Background: an optimization exercise with open tools, aiming at small area. Do not read the settings as production practice.
Function was checked by simulation only, so behaviour that the tests miss may differ from the original.
Power and IR drop assume default switching activity.

==> inputs of run a <==
## transposed_filter
module transposed_filter(
  input signed [15:0] noisy_signal,
  input clk, rst,
  output signed [31:0] filtered_signal
  );
Settings: LEC_CHECK=0, CAP_MARGIN=20, CORE_MARGIN=2, CORE_UTILIZATION=40, SLEW_MARGIN=20, SYNTH_HIERARCHICAL=1; clock period 10.0 ns.
standard.sh (not shown) runs the stock make flow with config.mk's settings and CLKGATE_MAP_FILE= SYNTH_SCRIPT=/design/flow/synth_recipe.tcl, a recipe that flattens the netlist after the stock synthesis.
==> flow/flow/run.sh <==
#!/bin/bash
# Own flow: the standard layout (standard.sh, unchanged synthesis, floorplan,
# power grid, placement and routing), with two settings passed to ORFS:
#  - port buffers use the smallest buffer cell instead of the one buffer_ports picks;
#  - clock tree synthesis without dummy loads, clkbuf_8 buffers and clusters of up to 20 sinks.
set -euo pipefail
export BUFFER_PORTS_ARGS="-buffer_cell sky130_fd_sc_hd__buf_1"
export CTS_ARGS="-sink_clustering_enable -repair_clock_nets -dont_use_dummy_load -buf_list sky130_fd_sc_hd__clkbuf_8 -sink_clustering_size 20 -sink_clustering_max_diameter 60"
bash standard.sh > standard.log 2>&1
==> inputs of run b, as changes to run a <==
--- a/flow/design.v
+++ b/flow/design.v
@@ -1694,65 +1694,56 @@
   wire s1535, c1536;
   fa us1535 (.a(ya[21]), .b(~yb[21]), .c(c1534), .s(s1535), .co(c1536));
   wire s1537, c1538;
   fa us1537 (.a(ya[22]), .b(yb[22]), .c(~c1536), .s(s1537), .co(c1538));
   wire s1539, c1540;
   fa us1539 (.a(ya[23]), .b(yb[23]), .c(c1538), .s(s1539), .co(c1540));
   wire s1541, c1542;
-  gxor uxs1541 (.a(ya[24]), .b(yb[24]), .y(s1541));
-  gnor uns1541 (.a(ya[24]), .b(yb[24]), .y(c1542));
+  fa us1541 (.a(ya[24]), .b(yb[24]), .c(c1540), .s(s1541), .co(c1542));
   wire s1543, c1544;
-  fa us1543 (.a(~ya[25]), .b(yb[25]), .c(c1542), .s(s1543), .co(c1544));
+  fa us1543 (.a(ya[25]), .b(~yb[25]), .c(c1542), .s(s1543), .co(c1544));
   wire s1545, c1546;
-  fa us1545 (.a(ya[26]), .b(~yb[26]), .c(c1544), .s(s1545), .co(c1546));
+  ha us1545 (.a(ya[26]), .b(~yb[26]), .s(s1545), .co(c1546));
   wire s1547, c1548;
   fa us1547 (.a(~ya[27]), .b(yb[27]), .c(c1546), .s(s1547), .co(c1548));
   wire s1549, c1550;
   fa us1549 (.a(ya[28]), .b(~yb[28]), .c(c1548), .s(s1549), .co(c1550));
   wire s1551, c1552;
   fa us1551 (.a(~ya[29]), .b(yb[29]), .c(c1550), .s(s1551), .co(c1552));
   wire s1553, c1554;
   fa us1553 (.a(ya[30]), .b(yb[30]), .c(c1552), .s(s1553), .co(c1554));
   wire s1555, c1556;
-  gxnor uxs1555 (.a(ya[24]), .b(yb[24]), .y(s1555));
-  gnand uns1555 (.a(ya[24]), .b(yb[24]), .y(c1556));
+  gxor uxs1555 (.a(yb[26]), .b(ya[26]), .y(s1555));
+  gorb uns1555 (.an(yb[26]), .b(ya[26]), .y(c1556));
   wire s1557, c1558;
-  fa us1557 (.a(~ya[25]), .b(yb[25]), .c(c1556), .s(s1557), .co(c1558));
+  fa us1557 (.a(~ya[27]), .b(yb[27]), .c(c1556), .s(s1557), .co(c1558));
   wire s1559, c1560;
-  fa us1559 (.a(ya[26]), .b(~yb[26]), .c(c1558), .s(s1559), .co(c1560));
+  fa us1559 (.a(ya[28]), .b(~yb[28]), .c(c1558), .s(s1559), .co(c1560));
   wire s1561, c1562;
-  fa us1561 (.a(~ya[27]), .b(yb[27]), .c(c1560), .s(s1561), .co(c1562));
+  fa us1561 (.a(~ya[29]), .b(yb[29]), .c(c1560), .s(s1561), .co(c1562));
   wire s1563, c1564;
-  fa us1563 (.a(ya[28]), .b(~yb[28]), .c(c1562), .s(s1563), .co(c1564));
-  wire s1565, c1566;
-  fa us1565 (.a(~ya[29]), .b(yb[29]), .c(c1564), .s(s1565), .co(c1566));
-  wire s1567, c1568;
-  fa us1567 (.a(ya[30]), .b(yb[30]), .c(c1566), .s(s1567), .co(c1568));
+  fa us1563 (.a(ya[30]), .b(yb[30]), .c(c1562), .s(s1563), .co(c1564));
+  wire m1565;
+  mxi um1565 (.a(s1555), .b(s1545), .s(c1544), .y(m1565));
+  wire m1566;
+  mxi um1566 (.a(s1557), .b(s1547), .s(c1544), .y(m1566));
+  wire m1567;
+  mxi um1567 (.a(s1559), .b(s1549), .s(c1544), .y(m1567));
+  wire m1568;
+  mxi um1568 (.a(s1561), .b(s1551), .s(c1544), .y(m1568));
   wire m1569;
-  mx um1569 (.a(s1555), .b(s1541), .s(c1540), .y(m1569));
+  mxi um1569 (.a(s1563), .b(s1553), .s(c1544), .y(m1569));
   wire m1570;
-  mx um1570 (.a(s1557), .b(s1543), .s(c1540), .y(m1570));
-  wire m1571;
-  mx um1571 (.a(s1559), .b(s1545), .s(c1540), .y(m1571));
-  wire m1572;
-  mx um1572 (.a(s1561), .b(s1547), .s(c1540), .y(m1572));
-  wire m1573;
-  mx um1573 (.a(s1563), .b(s1549), .s(c1540), .y(m1573));
-  wire m1574;
-  mx um1574 (.a(s1565), .b(s1551), .s(c1540), .y(m1574));
-  wire m1575;
-  mx um1575 (.a(s1567), .b(s1553), .s(c1540), .y(m1575));
-  wire m1576;
-  mx um1576 (.a(c1568), .b(c1554), .s(c1540), .y(m1576));
+  mxi um1570 (.a(c1564), .b(c1554), .s(c1544), .y(m1570));
   assign sum = {s779, s725, s677, s633, s593, s557, s523, s497, s477, s459, s447, s439};
   assign suma = {1'b1, c1514, c1512, c1504, c1492, c1476, c1452, c1424, c1394, c1356, c1312, c1260, s1257, c1148, s1145, c1022, c956, c896, s893, c780};
   assign sumb = {1'b0, c1516, s1515, s1511, s1503, s1491, s1475, s1451, s1423, s1393, s1355, s1311, s1259, s1205, s1147, s1083, s1021, s959, s895, s837};
   wire clr;
   gor ucl (.a(rst), .b(r1), .y(clr));
-  assign filtered_signal = {~clr & ~m1576, ~clr & m1575, ~clr & m1574, ~clr & m1573, ~clr & m1572, ~clr & m1571, ~clr & m1570, ~clr & m1569, ~clr & ~s1539, ~clr & ~s1537, ~clr & s1535, ~clr & s1533, ~clr & s1531, ~clr & s1529, ~clr & s1527, ~clr & s1525, ~clr & s1523, ~clr & s1521, ~clr & s1519, ~clr & s1517, ~clr & ~y[11], ~clr & y[10], ~clr & y[9], ~clr & y[8], ~clr & y[7], ~clr & y[6], ~clr & y[5], ~clr & y[4], ~clr & y[3], ~clr & y[2], ~clr & y[1], ~clr & y[0]};
+  assign filtered_signal = {~clr & m1570, ~clr & ~m1569, ~clr & ~m1568, ~clr & ~m1567, ~clr & ~m1566, ~clr & ~m1565, ~clr & ~s1543, ~clr & ~s1541, ~clr & ~s1539, ~clr & ~s1537, ~clr & s1535, ~clr & s1533, ~clr & s1531, ~clr & s1529, ~clr & s1527, ~clr & s1525, ~clr & s1523, ~clr & s1521, ~clr & s1519, ~clr & s1517, ~clr & ~y[11], ~clr & y[10], ~clr & y[9], ~clr & y[8], ~clr & y[7], ~clr & y[6], ~clr & y[5], ~clr & y[4], ~clr & y[3], ~clr & y[2], ~clr & y[1], ~clr & y[0]};
 endmodule
 module fa(input a, b, c, output s, co);
   assign s = a ^ b ^ c;
   assign co = (a & b) | (a & c) | (b & c);
 endmodule
 module ha(input a, b, output s, co);
   assign s = a ^ b;
@@ -1766,16 +1757,16 @@
   assign s = ~(a ^ b);
   assign co = a | b;
 endmodule
 module fa1n(input a, b, output s, co);
   assign s = ~(a ^ b);
   assign co = ~(a & b);
 endmodule
-module mx(input a, b, s, output y);
-  assign y = s ? b : a;
+module mxi(input a, b, s, output y);
+  assign y = ~(s ? b : a);
 endmodule
 module gxor(input a, b, output y);
   assign y = a ^ b;
 endmodule
 module gxnor(input a, b, output y);
   assign y = ~(a ^ b);
 endmodule
==> flow/flow/run.sh (replaced) <==
#!/bin/bash
# Own flow: the standard layout (standard.sh, unchanged synthesis, floorplan,
# power grid, placement and routing), with two settings passed to ORFS:
#  - port buffers use the smallest buffer cell instead of the one buffer_ports picks;
#  - clock tree synthesis without dummy loads, clkbuf_4 buffers and clusters of up to 12 sinks.
set -euo pipefail
export BUFFER_PORTS_ARGS="-buffer_cell sky130_fd_sc_hd__buf_1"
export CTS_ARGS="-sink_clustering_enable -repair_clock_nets -dont_use_dummy_load -buf_list sky130_fd_sc_hd__clkbuf_4 -sink_clustering_size 12 -sink_clustering_max_diameter 30"
bash standard.sh > standard.log 2>&1
==> qor summary <==
| metric | run b | run a |
|---|---|---|
| Run status | finished clean | finished clean |
| Fin nets | 2483 | 2442 |
| HPWL after detailed placement | 49.6 mm | 49.5 mm |
| Post-synthesis instance area | 23700 µm² | 23800 µm² |
| Via count | 12.0k | 11.9k |
| Global-route met1 utilization | 0.268 | 0.268 |
| Switching share of total power | 0.416 | 0.412 |
| Power drawn by the combinational cells | 4.42 mW | 4.47 mW |
| Die Ht | 248 µm | 248 µm |
| Critical path's largest stage delay | 0.59 ns | 0.63 ns |
| Yosys top cell area share | 0.597 | 0.596 |
| Met1 layer wirelength in the final routing | 23.9 mm | 23.3 mm |
| Total CTS buffers | 77 | 31 |
| Total non-filler cell area in the finished layout | 25400 µm² | 25400 µm² |
| Sequential share of cell area | 0.267 | 0.267 |
| Worst setup slack for register-to-register paths | 0.68 ns | 0.79 ns |
| Power density normalized to cell area | 271 nW/µm² | 269 nW/µm² |
| Number of detailed-routing iterations run before antenna repair | 4 | 5 |
| Number of H-tree branching levels | 3 | 1 |
| Pin count of the biggest net entering global routing | 82 | 83 |
| Hold Path Sink | d15[9]$_DFF_P_ | d15[12]$_DFF_P_ |

==> maple: inputs <==
Another version of the RTL of transposed_filter (not shown whole).
Settings: LEC_CHECK=0, CAP_MARGIN=20, CORE_MARGIN=2, CORE_UTILIZATION=40, SLEW_MARGIN=20, SYNTH_HIERARCHICAL=1; clock period 10.0 ns.
==> flow/flow/run.sh <==
#!/bin/bash
# Own flow: the standard layout (standard.sh, unchanged synthesis, floorplan,
# power grid, placement and routing), with two settings passed to ORFS:
#  - port buffers use the smallest buffer cell instead of the one buffer_ports picks;
#  - clock tree synthesis without dummy loads, clkbuf_4 buffers and clusters of up to 11 sinks.
set -euo pipefail
export BUFFER_PORTS_ARGS="-buffer_cell sky130_fd_sc_hd__buf_1"
export CTS_ARGS="-sink_clustering_enable -repair_clock_nets -dont_use_dummy_load -buf_list sky130_fd_sc_hd__clkbuf_4 -sink_clustering_size 11 -sink_clustering_max_diameter 40"
bash standard.sh > standard.log 2>&1
==> inputs of onyx, as changes to maple <==
--- a/flow/design.v
+++ b/flow/design.v
@@ -1537,56 +1537,48 @@
   fa us1389 (.a(~ya[23]), .b(yb[23]), .c(c1388), .s(s1389), .co(c1390));
   wire s1391, c1392;
   fa us1391 (.a(ya[24]), .b(~yb[24]), .c(c1390), .s(s1391), .co(c1392));
   wire s1393, c1394;
   fa us1393 (.a(~ya[25]), .b(yb[25]), .c(c1392), .s(s1393), .co(c1394));
   wire s1395, c1396;
-  ha us1395 (.a(~ya[26]), .b(yb[26]), .s(s1395), .co(c1396));
+  fa us1395 (.a(~ya[26]), .b(yb[26]), .c(c1394), .s(s1395), .co(c1396));
   wire s1397, c1398;
   fa us1397 (.a(ya[27]), .b(yb[27]), .c(c1396), .s(s1397), .co(c1398));
   wire s1399, c1400;
-  fa us1399 (.a(ya[28]), .b(yb[28]), .c(c1398), .s(s1399), .co(c1400));
+  ha us1399 (.a(ya[28]), .b(yb[28]), .s(s1399), .co(c1400));
   wire s1401, c1402;
   fa us1401 (.a(ya[29]), .b(yb[29]), .c(c1400), .s(s1401), .co(c1402));
   wire s1403, c1404;
   fa us1403 (.a(ya[30]), .b(yb[30]), .c(c1402), .s(s1403), .co(c1404));
   wire s1405, c1406;
   gxnor uxs1405 (.a(yb[31]), .b(c1404), .y(s1405));
   gor uns1405 (.a(yb[31]), .b(c1404), .y(c1406));
   wire s1407, c1408;
-  gxor uxs1407 (.a(ya[26]), .b(yb[26]), .y(s1407));
-  gorb uns1407 (.an(ya[26]), .b(yb[26]), .y(c1408));
+  gxnor uxs1407 (.a(ya[28]), .b(yb[28]), .y(s1407));
+  gor uns1407 (.a(ya[28]), .b(yb[28]), .y(c1408));
   wire s1409, c1410;
-  fa us1409 (.a(ya[27]), .b(yb[27]), .c(c1408), .s(s1409), .co(c1410));
+  fa us1409 (.a(ya[29]), .b(yb[29]), .c(c1408), .s(s1409), .co(c1410));
   wire s1411, c1412;
-  fa us1411 (.a(ya[28]), .b(yb[28]), .c(c1410), .s(s1411), .co(c1412));
+  fa us1411 (.a(ya[30]), .b(yb[30]), .c(c1410), .s(s1411), .co(c1412));
   wire s1413, c1414;
-  fa us1413 (.a(ya[29]), .b(yb[29]), .c(c1412), .s(s1413), .co(c1414));
-  wire s1415, c1416;
-  fa us1415 (.a(ya[30]), .b(yb[30]), .c(c1414), .s(s1415), .co(c1416));
-  wire s1417, c1418;
-  gxnor uxs1417 (.a(yb[31]), .b(c1416), .y(s1417));
-  gor uns1417 (.a(yb[31]), .b(c1416), .y(c1418));
-  wire m1419;
-  mxi um1419 (.a(s1395), .b(s1407), .s(c1394), .y(m1419));
-  wire m1420;
-  mxi um1420 (.a(s1397), .b(s1409), .s(c1394), .y(m1420));
-  wire m1421;
-  mxi um1421 (.a(s1399), .b(s1411), .s(c1394), .y(m1421));
-  wire m1422;
-  mxi um1422 (.a(s1401), .b(s1413), .s(c1394), .y(m1422));
-  wire m1423;
-  mxi um1423 (.a(s1403), .b(s1415), .s(c1394), .y(m1423));
-  wire m1424;
-  mxi um1424 (.a(s1405), .b(s1417), .s(c1394), .y(m1424));
+  gxnor uxs1413 (.a(yb[31]), .b(c1412), .y(s1413));
+  gor uns1413 (.a(yb[31]), .b(c1412), .y(c1414));
+  wire m1415;
+  mxi um1415 (.a(s1399), .b(s1407), .s(c1398), .y(m1415));
+  wire m1416;
+  mxi um1416 (.a(s1401), .b(s1409), .s(c1398), .y(m1416));
+  wire m1417;
+  mxi um1417 (.a(s1403), .b(s1411), .s(c1398), .y(m1417));
+  wire m1418;
+  mxi um1418 (.a(s1405), .b(s1413), .s(c1398), .y(m1418));
   assign sum = {s979, s945, s913, s885, s857, s833, s809, s789, s773, s761, s751, s743};
   assign suma = {1'b1, c1364, c1360, c1354, c1346, s661, c1324, c1312, s1309, c1278, c1258, c1234, c1206, s1205, c1150, s1145, c1082, c1048, c1014, c980};
   assign sumb = {c1366, s1365, s1363, s1359, s1353, s1345, s1335, s1323, s1311, s1295, s1277, s1257, s1233, s1207, s1179, s1149, s1115, s1081, s1047, s1013};
   gor ucl (.a(rst), .b(r1), .y(clr));
   gnor ucln (.a(rst), .b(r1), .y(clrn));
-  assign filtered_signal = {~clr & ~m1424, ~clr & ~m1423, ~clr & ~m1422, ~clr & ~m1421, ~clr & ~m1420, ~clr & ~m1419, ~clr & s1393, ~clr & s1391, ~clr & s1389, ~clr & s1387, ~clr & s1385, ~clr & s1383, ~clr & s1381, ~clr & s1379, ~clr & s1377, ~clr & s1375, ~clr & s1373, ~clr & ~s1371, ~clr & ~s1369, ~clr & s1367, ~clr & y[11], ~clr & y[10], ~clr & y[9], ~clr & y[8], ~clr & y[7], ~clr & y[6], ~clr & y[5], ~clr & y[4], ~clr & y[3], ~clr & y[2], ~clr & y[1], ~clr & y[0]};
+  assign filtered_signal = {~clr & ~m1418, ~clr & ~m1417, ~clr & ~m1416, ~clr & ~m1415, ~clr & s1397, ~clr & s1395, ~clr & s1393, ~clr & s1391, ~clr & s1389, ~clr & s1387, ~clr & s1385, ~clr & s1383, ~clr & s1381, ~clr & s1379, ~clr & s1377, ~clr & s1375, ~clr & s1373, ~clr & ~s1371, ~clr & ~s1369, ~clr & s1367, ~clr & y[11], ~clr & y[10], ~clr & y[9], ~clr & y[8], ~clr & y[7], ~clr & y[6], ~clr & y[5], ~clr & y[4], ~clr & y[3], ~clr & y[2], ~clr & y[1], ~clr & y[0]};
 endmodule
 module fa(input a, b, c, output s, co);
   assign s = a ^ b ^ c;
   assign co = (a & b) | (a & c) | (b & c);
 endmodule
 module ha(input a, b, output s, co);
==> flow/flow/run.sh (replaced) <==
#!/bin/bash
# Own flow: the standard layout (standard.sh, unchanged synthesis, floorplan,
# power grid, placement and routing), with two settings passed to ORFS:
#  - port buffers use the smallest buffer cell instead of the one buffer_ports picks;
#  - clock tree synthesis without dummy loads, clkbuf_4 buffers and clusters of up to 10 sinks.
set -euo pipefail
export BUFFER_PORTS_ARGS="-buffer_cell sky130_fd_sc_hd__buf_1"
export CTS_ARGS="-sink_clustering_enable -repair_clock_nets -dont_use_dummy_load -buf_list sky130_fd_sc_hd__clkbuf_4 -sink_clustering_size 10 -sink_clustering_max_diameter 40"
bash standard.sh > standard.log 2>&1
--- a/flow/config.mk
+++ b/flow/config.mk
@@ -4,9 +4,9 @@
 export VERILOG_FILES = /design/flow/design.v
 export SDC_FILE = /design/flow/constraint.sdc
 export NUM_CORES = 4
 export LEC_CHECK = 0
 export CAP_MARGIN = 20
 export CORE_MARGIN = 2
-export CORE_UTILIZATION = 40
+export CORE_UTILIZATION = 65
 export SLEW_MARGIN = 20
 export SYNTH_HIERARCHICAL = 1
==> qor summary <==
                                                                      onyx                    maple
Cell Count Post-Placement                                               2,039                    2,334
Fmax                                                                107.0 MHz                107.3 MHz
N_diodes                                                                    1                        2
DP Area                                                          0.02310 mm^2             0.02350 mm^2
Maximum vdd drop                                                  0.0005735 V              0.0005394 V
Number of fill cells                                                    2,536                    5,151
Synthesized netlist net count                                           2,242                    2,248
Status                                                complete, no violations  complete, no violations
Combinational power share                                               0.668                    0.663
Summed instance area of the synthesized netlist                  0.02242 mm^2             0.02247 mm^2
Number of tap cells added at floorplan                                    455                      748
Pin count of the biggest net entering global routing                       87                       82
Total global routing track utilization                                 0.3048                   0.1916
Internal power summed over all cells                                 4.029 mW                 4.018 mW
Final Core Density                                                     0.6846                   0.4318
Sequential share of power                                               0.238                    0.241
Slack of the critical path                                          0.6506 ns                0.6790 ns
Clock Buffer Count                                                         49                       50
Total core area                                                  0.03429 mm^2             0.05531 mm^2
Final Instance Area                                              0.02347 mm^2             0.02388 mm^2
Setup WS pre-CTS                                                    0.6327 ns                0.6582 ns
Fraction of met3 tracks used by global routing                        0.05719                  0.03580
CP Buf/Inv Count                                                            4                        2

==> port drivers added, routing unchanged <==
How much do the figures lean on ideal ports? The routed layouts below were timed once more, with nothing changed but the port constraints.
Step 1, drivers: a clkbuf_16 drives clk and a buf_2 each remaining input, both assumed.
Step 2 adds t to the input delays and takes it off the output delays; t is the mean of the earliest and latest rising clock arrival at the registers after step 1. Input paths then give back, and output paths get back, about the clock's delay inside the block.
Slacks: ideal / step 1 / step 2; pairs: ideal / step 1.
| run | t (ns) | setup slack, ns | hold slack, ns | clock arrival spread, ns | worst data-port slew with drivers (ns) |
|---|---|---|---|---|---|
| run a | 0.696 | 0.791 / 0.791 / 0.791 | 0.329 / 0.329 / 0.329 | 0.080 / 0.080 | 0.03 |
| run b | 0.816 | 0.677 / 0.677 / 0.677 | 0.308 / 0.308 / 0.308 | 0.137 / 0.137 | 0.04 |
| maple | 0.809 | 0.679 / 0.679 / 0.679 | 0.328 / 0.328 / 0.328 | 0.121 / 0.122 | 0.06 |
| onyx | 0.803 | 0.651 / 0.600 / 0.661 | 0.294 / 0.294 / 0.294 | 0.085 / 0.085 | 0.04 |
After both steps setup and hold are still met in every run listed.
